Context: an optimization exercise on an open-source flow, tuned for small area, a short achievable clock period and few clock cycles per item. The choices shown serve that exercise and are no tape-out recipe. RTL that was checked went through simulation tests only; none was proved equivalent to the original. Power figures rest on the tool's default switching activity, not on a simulated workload.

## job 574
==> flow/design.v (excerpt) <==
module SSE (
	input  logic        clk,
	input  logic        rst,
	input  logic        in_valid,
	input  logic        in_last,
	input  logic [31:0] A,
	input  logic [31:0] B,
	output logic        in_ready,
	output logic        out_valid,
	output logic [31:0] Y
);
==> module SSE, before the edit <==
module SSE (
	input  logic        clk,
	input  logic        rst,
	input  logic        in_valid,
	input  logic        in_last,
	input  logic [31:0] A,
	input  logic [31:0] B,
	output logic        in_ready,
	output logic        out_valid,
	output logic [31:0] Y
);
	localparam logic [31:0] NAN = 32'h7f800001;
	logic v0, v2, v3, v4, v5;
	logic l0, l2, l3, l4, l5;
	always_ff @(posedge clk) begin
		if (rst) begin
			in_ready <= 0;
			{v0, v2, v3, v4, v5} <= 0;
		end
		else begin
			in_ready <= 1;
			v0 <= in_valid & in_ready;
			{v2, v3, v4, v5} <= {v0, v2, v3, v4};
		end
		{l0, l2, l3, l4, l5} <= {in_last, l0, l2, l3, l4};
	end
	logic        sA, sB;
	logic [7:0]  eA, eB;
	logic [22:0] fA, fB;
	assign {sA, eA, fA} = A;
	assign {sB, eB, fB} = B;
	logic nanA, nanB, infA, infB, zA, zB;
	assign nanA = (&eA) & (|fA);
	assign nanB = (&eB) & (|fB);
	assign infA = (&eA) & ~(|fA);
	assign infB = (&eB) & ~(|fB);
	assign zA = ~(|eA);
	assign zB = ~(|eB);
	logic spec, isNaN, kill, ssgn;
	assign spec = zA | zB | (&eA) | (&eB);
	assign isNaN = nanA | nanB | (infA & infB & (sA != sB));
	assign kill = isNaN | (zA & zB);
	always_comb begin
		if (nanA | nanB) ssgn = 0;
		else if (infA & infB) ssgn = (sA == sB) ? sA : 1'b0;
		else if (infA) ssgn = sA;
		else if (infB) ssgn = sB;
		else if (zA & zB) ssgn = 0;
		else if (zA) ssgn = ~sB;
		else ssgn = sA;
	end
	logic [8:0]  dAB;
	logic [7:0]  dBA;
	logic        aLess, eEq, fLess, swp;
	assign dAB = {1'b0, eA} - {1'b0, eB};
	assign dBA = eB - eA;
	assign aLess = dAB[8];
	assign eEq = (eA == eB);
	assign fLess = fA < fB;
	assign swp = A[30:0] < B[30:0];    
	logic [22:0] x0, y0;
	logic [4:0]  k0;
	logic [7:0]  e0;
	logic        s0, sub0;
	always_ff @(posedge clk) begin
		y0 <= swp ? fA : fB;
		x0 <= kill ? {22'd0, isNaN} : swp ? fB : fA;
		e0 <= aLess ? eB : eA;
		if (spec) begin
			k0 <= 5'd24;
			s0 <= ssgn;
			sub0 <= 0;
		end
		else begin
			k0 <= aLess ? ((dBA > 8'd23) ? 5'd24 : dBA[4:0]) : ((dAB[7:0] > 8'd23) ? 5'd24 : dAB[4:0]);
			s0 <= (sA == sB) ? (swp ^ sA) : sA;
			sub0 <= (sA == sB);
		end
	end
	logic [23:0] y1;
	assign y1 = {1'b1, y0} >> k0;
	logic [24:0] sum2;
	sse_add #(.W(24), .L(5)) add1 (.a({1'b1, x0}), .b(sub0 ? ~y1 : y1), .ci(sub0), .s(sum2));
	logic [24:0] r2;
	logic [7:0]  e2;
	logic        s2, sub2;
	always_ff @(posedge clk) begin
		r2 <= {sum2[24] & ~sub0, sum2[23:0]};
		e2 <= e0;
		s2 <= s0;
		sub2 <= sub0;
	end
	logic [24:0] inc3;
	logic [25:0] inc3x;
	assign inc3 = inc3x[24:0];
	sse_inc #(.W(25), .L(5)) inc1 (.a(r2), .s(inc3x));
	logic [31:0] zx;
	logic [7:0]  nz1;
	logic [15:0] nc1;
	logic [3:0]  nz2;
	logic [11:0] nc2;
	logic [1:0]  nz3;
	logic [7:0]  nc3;
	logic [4:0]  lz;
	assign zx = {r2[23:0], 8'hff};
	genvar gi;
	generate
		for (gi = 0; gi < 8; gi++) begin : g_l1
			logic [3:0] q;
			assign q = zx[4 * gi +: 4];
			assign nz1[gi] = |q;
			assign nc1[2 * gi +: 2] = q[3] ? 2'd0 : q[2] ? 2'd1 : q[1] ? 2'd2 : 2'd3;
		end
		for (gi = 0; gi < 4; gi++) begin : g_l2
			assign nz2[gi] = nz1[2 * gi + 1] | nz1[2 * gi];
			assign nc2[3 * gi +: 3] = nz1[2 * gi + 1] ? {1'b0, nc1[4 * gi + 2 +: 2]} : {1'b1, nc1[4 * gi +: 2]};
		end
		for (gi = 0; gi < 2; gi++) begin : g_l3
			assign nz3[gi] = nz2[2 * gi + 1] | nz2[2 * gi];
			assign nc3[4 * gi +: 4] = nz2[2 * gi + 1] ? {1'b0, nc2[6 * gi + 3 +: 3]} : {1'b1, nc2[6 * gi +: 3]};
		end
	endgenerate
	assign lz = nz3[1] ? {1'b0, nc3[7:4]} : {1'b1, nc3[3:0]};
	logic [23:0] n1;
	assign n1 = r2[23:0] << lz;
	logic        s3;
	logic [7:0]  e3;
	logic [4:0]  lz3;
	logic [22:0] f3;
	always_ff @(posedge clk) begin
		if (sub2) begin
			if (r2[23:0] == 0) begin
				s3 <= 0;
				e3 <= 0;
				lz3 <= 0;
			end
			else begin
				s3 <= s2;
				e3 <= e2;
				lz3 <= lz;
			end
			f3 <= n1[22:0];
		end
		else begin
			s3 <= s2;
			e3 <= r2[24] ? e2 + 8'd1 : e2;
			lz3 <= 0;
			f3 <= r2[24] ? inc3[23:1] : r2[22:0];
		end
	end
	logic        sd;
	logic [7:0]  ed;
	logic [22:0] fd;
	assign sd = s3;
	assign ed = e3 - {3'd0, lz3};
	assign fd = f3;
	logic [9:0] ex4;
	assign ex4 = {1'b0, ed, 1'b0} - 10'd127;
	logic [47:0] q0, q1;
	sse_sq_tree sq (.f(fd), .q0(q0), .q1(q1));
	logic spec4, ssp4, esp4, nsp4;
	always_comb begin
		spec4 = 1;
		ssp4 = 0;
		esp4 = 1;
		nsp4 = 0;
		if ((&ed) & (|fd)) nsp4 = 1;
		else if (&ed) ssp4 = sd;
		else if (~(|ed)) esp4 = 0;
		else if (~ex4[9] & (ex4[8:0] > 9'd254)) ;
		else if (ex4[9] | (ex4 == 0)) esp4 = 0;
		else spec4 = 0;
	end
	logic [47:0] r40, r41;
	logic [7:0]  e4;
	logic        spec5i, ssp5i, esp5i, nsp5i;
	always_ff @(posedge clk) begin
		r40 <= q0;
		r41 <= q1;
		e4 <= ex4[7:0];
		spec5i <= spec4;
		ssp5i <= ssp4;
		esp5i <= esp4;
		nsp5i <= nsp4;
	end
	logic [47:0] P;
	logic [24:0] U;
	sse_sq_sum sqs (.q0(r40), .q1(r41), .P(P));
	assign U = P[47:23];
	logic        ps5;
	logic [7:0]  pe5;
	logic [24:0] pu5;
	always_comb begin
		if (spec5i) begin
			ps5 = ssp5i;
			pe5 = {8{esp5i}};
			pu5 = {24'd0, nsp5i};
		end
		else begin
			ps5 = 0;
			pe5 = U[24] ? e4 + 8'd1 : e4;
			pu5 = U;
		end
	end
	logic        ps1;
	logic [7:0]  pe1;
	logic [24:0] pu1;
	always_ff @(posedge clk) begin
		ps1 <= ps5;
		pe1 <= pe5;
		pu1 <= pu5;
	end
	sse_acc acc (
		.clk(clk), .rst(rst),
		.ps1(ps1), .pe1(pe1), .pu1(pu1), .v5(v5), .l5(l5),
		.out_valid(out_valid), .Y(Y)
	);
endmodule
==> flow/config.mk <==
export PLATFORM = sky130hd
export DESIGN_NAME = SSE
export DESIGN_NICKNAME = SSE
export VERILOG_FILES = /design/flow/design.v
export SDC_FILE = /design/flow/constraint.sdc
export NUM_CORES = 4
export LEC_CHECK = 0
export CAP_MARGIN = 20
export CORE_MARGIN = 2
export CORE_UTILIZATION = 55
export CTS_CLUSTER_DIAMETER = 100
export CTS_CLUSTER_SIZE = 26
export PLACE_DENSITY = 0.72
export SETUP_SLACK_MARGIN = 5
export SLEW_MARGIN = 20
export SYNTH_HIERARCHICAL = 1
export SYNTH_MINIMUM_KEEP_SIZE = 0
==> flow/constraint.sdc <==
create_clock -name core_clock -period 10.0 [get_ports {clk}]
set_input_delay 2.0000 -clock core_clock [delete_from_list [all_inputs] [get_ports {clk}]]
set_output_delay 2.0000 -clock core_clock [all_outputs]
set_load 0.01 [all_outputs]
standard.sh (not shown) runs the stock make flow with config.mk's settings and CLKGATE_MAP_FILE= SYNTH_SCRIPT=/design/flow/synth_recipe.tcl, a recipe that flattens the netlist after the stock synthesis.
==> flow/flow/run.sh <==
#!/bin/bash
set -euo pipefail
bash standard.sh SETUP_SLACK_MARGIN=6.0 "BUFFER_PORTS_ARGS=-buffer_cell sky130_fd_sc_hd__buf_1" finish > standard.log 2>&1
Testbench counts of job 574, summed over its fixed seeds: cycles 8,146, items 8,082.
diff inputs: job 574 => job 115
--- a/flow/design.v
+++ b/flow/design.v
@@ -834,46 +834,50 @@
 		else ssgn = sA;
 	end
 	logic [8:0]  dAB;
 	logic [7:0]  dBA;
-	logic        aLess, eEq, fLess, swp;
+	logic        aLess, eEq, fLess, swp, neg;
 	assign dAB = {1'b0, eA} - {1'b0, eB};
 	assign dBA = eB - eA;
 	assign aLess = dAB[8];
 	assign eEq = (eA == eB);
 	assign fLess = fA < fB;
 	assign swp = A[30:0] < B[30:0];    
+	assign neg = eEq & fLess & (sA == sB);
 	logic [22:0] x0, y0;
 	logic [4:0]  k0;
 	logic [7:0]  e0;
-	logic        s0, sub0;
+	logic        s0, sub0, neg0;
 	always_ff @(posedge clk) begin
-		y0 <= swp ? fA : fB;
-		x0 <= kill ? {22'd0, isNaN} : swp ? fB : fA;
+		y0 <= aLess ? fA : fB;
+		x0 <= kill ? {22'd0, isNaN} : aLess ? fB : fA;
 		e0 <= aLess ? eB : eA;
 		if (spec) begin
 			k0 <= 5'd24;
 			s0 <= ssgn;
 			sub0 <= 0;
+			neg0 <= 0;
 		end
 		else begin
 			k0 <= aLess ? ((dBA > 8'd23) ? 5'd24 : dBA[4:0]) : ((dAB[7:0] > 8'd23) ? 5'd24 : dAB[4:0]);
 			s0 <= (sA == sB) ? (swp ^ sA) : sA;
 			sub0 <= (sA == sB);
+			neg0 <= neg;
 		end
 	end
 	logic [23:0] y1;
 	assign y1 = {1'b1, y0} >> k0;
 	logic [24:0] sum2;
-	sse_add #(.W(24), .L(5)) add1 (.a({1'b1, x0}), .b(sub0 ? ~y1 : y1), .ci(sub0), .s(sum2));
+	sse_add #(.W(24), .L(5)) add1 (.a({1'b1, x0}), .b(sub0 ? ~y1 : y1), .ci(sub0 & ~neg0), .s(sum2));
 	logic [24:0] r2;
 	logic [7:0]  e2;
-	logic        s2, sub2;
+	logic        s2, sub2, neg2;
 	always_ff @(posedge clk) begin
 		r2 <= {sum2[24] & ~sub0, sum2[23:0]};
 		e2 <= e0;
 		s2 <= s0;
 		sub2 <= sub0;
+		neg2 <= neg0;
 	end
 	logic [24:0] inc3;
 	logic [25:0] inc3x;
 	assign inc3 = inc3x[24:0];
@@ -885,9 +889,11 @@
 	logic [11:0] nc2;
 	logic [1:0]  nz3;
 	logic [7:0]  nc3;
 	logic [4:0]  lz;
-	assign zx = {r2[23:0], 8'hff};
+	logic [23:0] rr;     
+	assign rr = r2[23:0] ^ {24{neg2}};
+	assign zx = {rr, 8'hff};
 	genvar gi;
 	generate
 		for (gi = 0; gi < 8; gi++) begin : g_l1
 			logic [3:0] q;
@@ -905,16 +911,16 @@
 		end
 	endgenerate
 	assign lz = nz3[1] ? {1'b0, nc3[7:4]} : {1'b1, nc3[3:0]};
 	logic [23:0] n1;
-	assign n1 = r2[23:0] << lz;
+	assign n1 = rr << lz;
 	logic        s3;
 	logic [7:0]  e3;
 	logic [4:0]  lz3;
 	logic [22:0] f3;
 	always_ff @(posedge clk) begin
 		if (sub2) begin
-			if (r2[23:0] == 0) begin
+			if (rr == 0) begin
 				s3 <= 0;
 				e3 <= 0;
 				lz3 <= 0;
 			end
--- outcome ---
- Job 115 vs job 574, end point of the critical path: acc.acc[22] vs x0[22]
- Summary of job 115 over job 574: initial cell density of the core -0.31 points; clock tree cell share of total cell area held; number of clock-tree buffers in the layout down 4.2%; final critical-path setup slack now sits higher.
- When job 115 is set beside job 574, its final net count turns out to be 3.9% larger.
- Summary — sequential share of layout area, job 115 relative to job 574: lower, by 0.41 points.
- In the flow results for job 574 and job 115, the register share of total power is larger on job 574.
- Post-cts sizing count (job 115 over job 574): decrease, 1
- Diff job 574 and job 115: sequential cell count lower in job 574
- Job 115 vs. job 574: synthesized area per cell saw a decrease, clock share of power saw a decrease, via count saw an increase.
- Of job 574 and job 115, job 574 shows the higher length of the first detailed-routing pass in iterations, with job 115 below it.
Function not checked in job 115: the RTL went through the layout flow alone.

-- static timing again, ports no longer ideal --
The flow's constraints put no driver on any port. The routed layouts listed below were extracted and timed again, unchanged, in two steps.
Step 1: set_driving_cell puts a clkbuf_16 on clk and a buf_2 on each other input, an assumption about the parent block.
Step 2, shift: input delay + t, output delay - t, t = (earliest + latest rising clock arrival at the registers) / 2. This alone moves slack from input paths to output paths.
Three values: no drivers, after step 1, after step 2; two values: the first two.
run | shift t [ns] | setup slack, ns | hold slack, ns
job 574 | 0.635 | 5.981 / 6.025 / 5.389 | 0.330 / 0.330 / 0.330
job 115 | 0.644 | 6.023 / 6.023 / 5.465 | 0.334 / 0.334 / 0.334
After both steps every run listed still meets setup and hold. For job 574, which loses most, drivers alone change the setup slack by +0.044 ns; drivers and shift together by -0.592 ns.
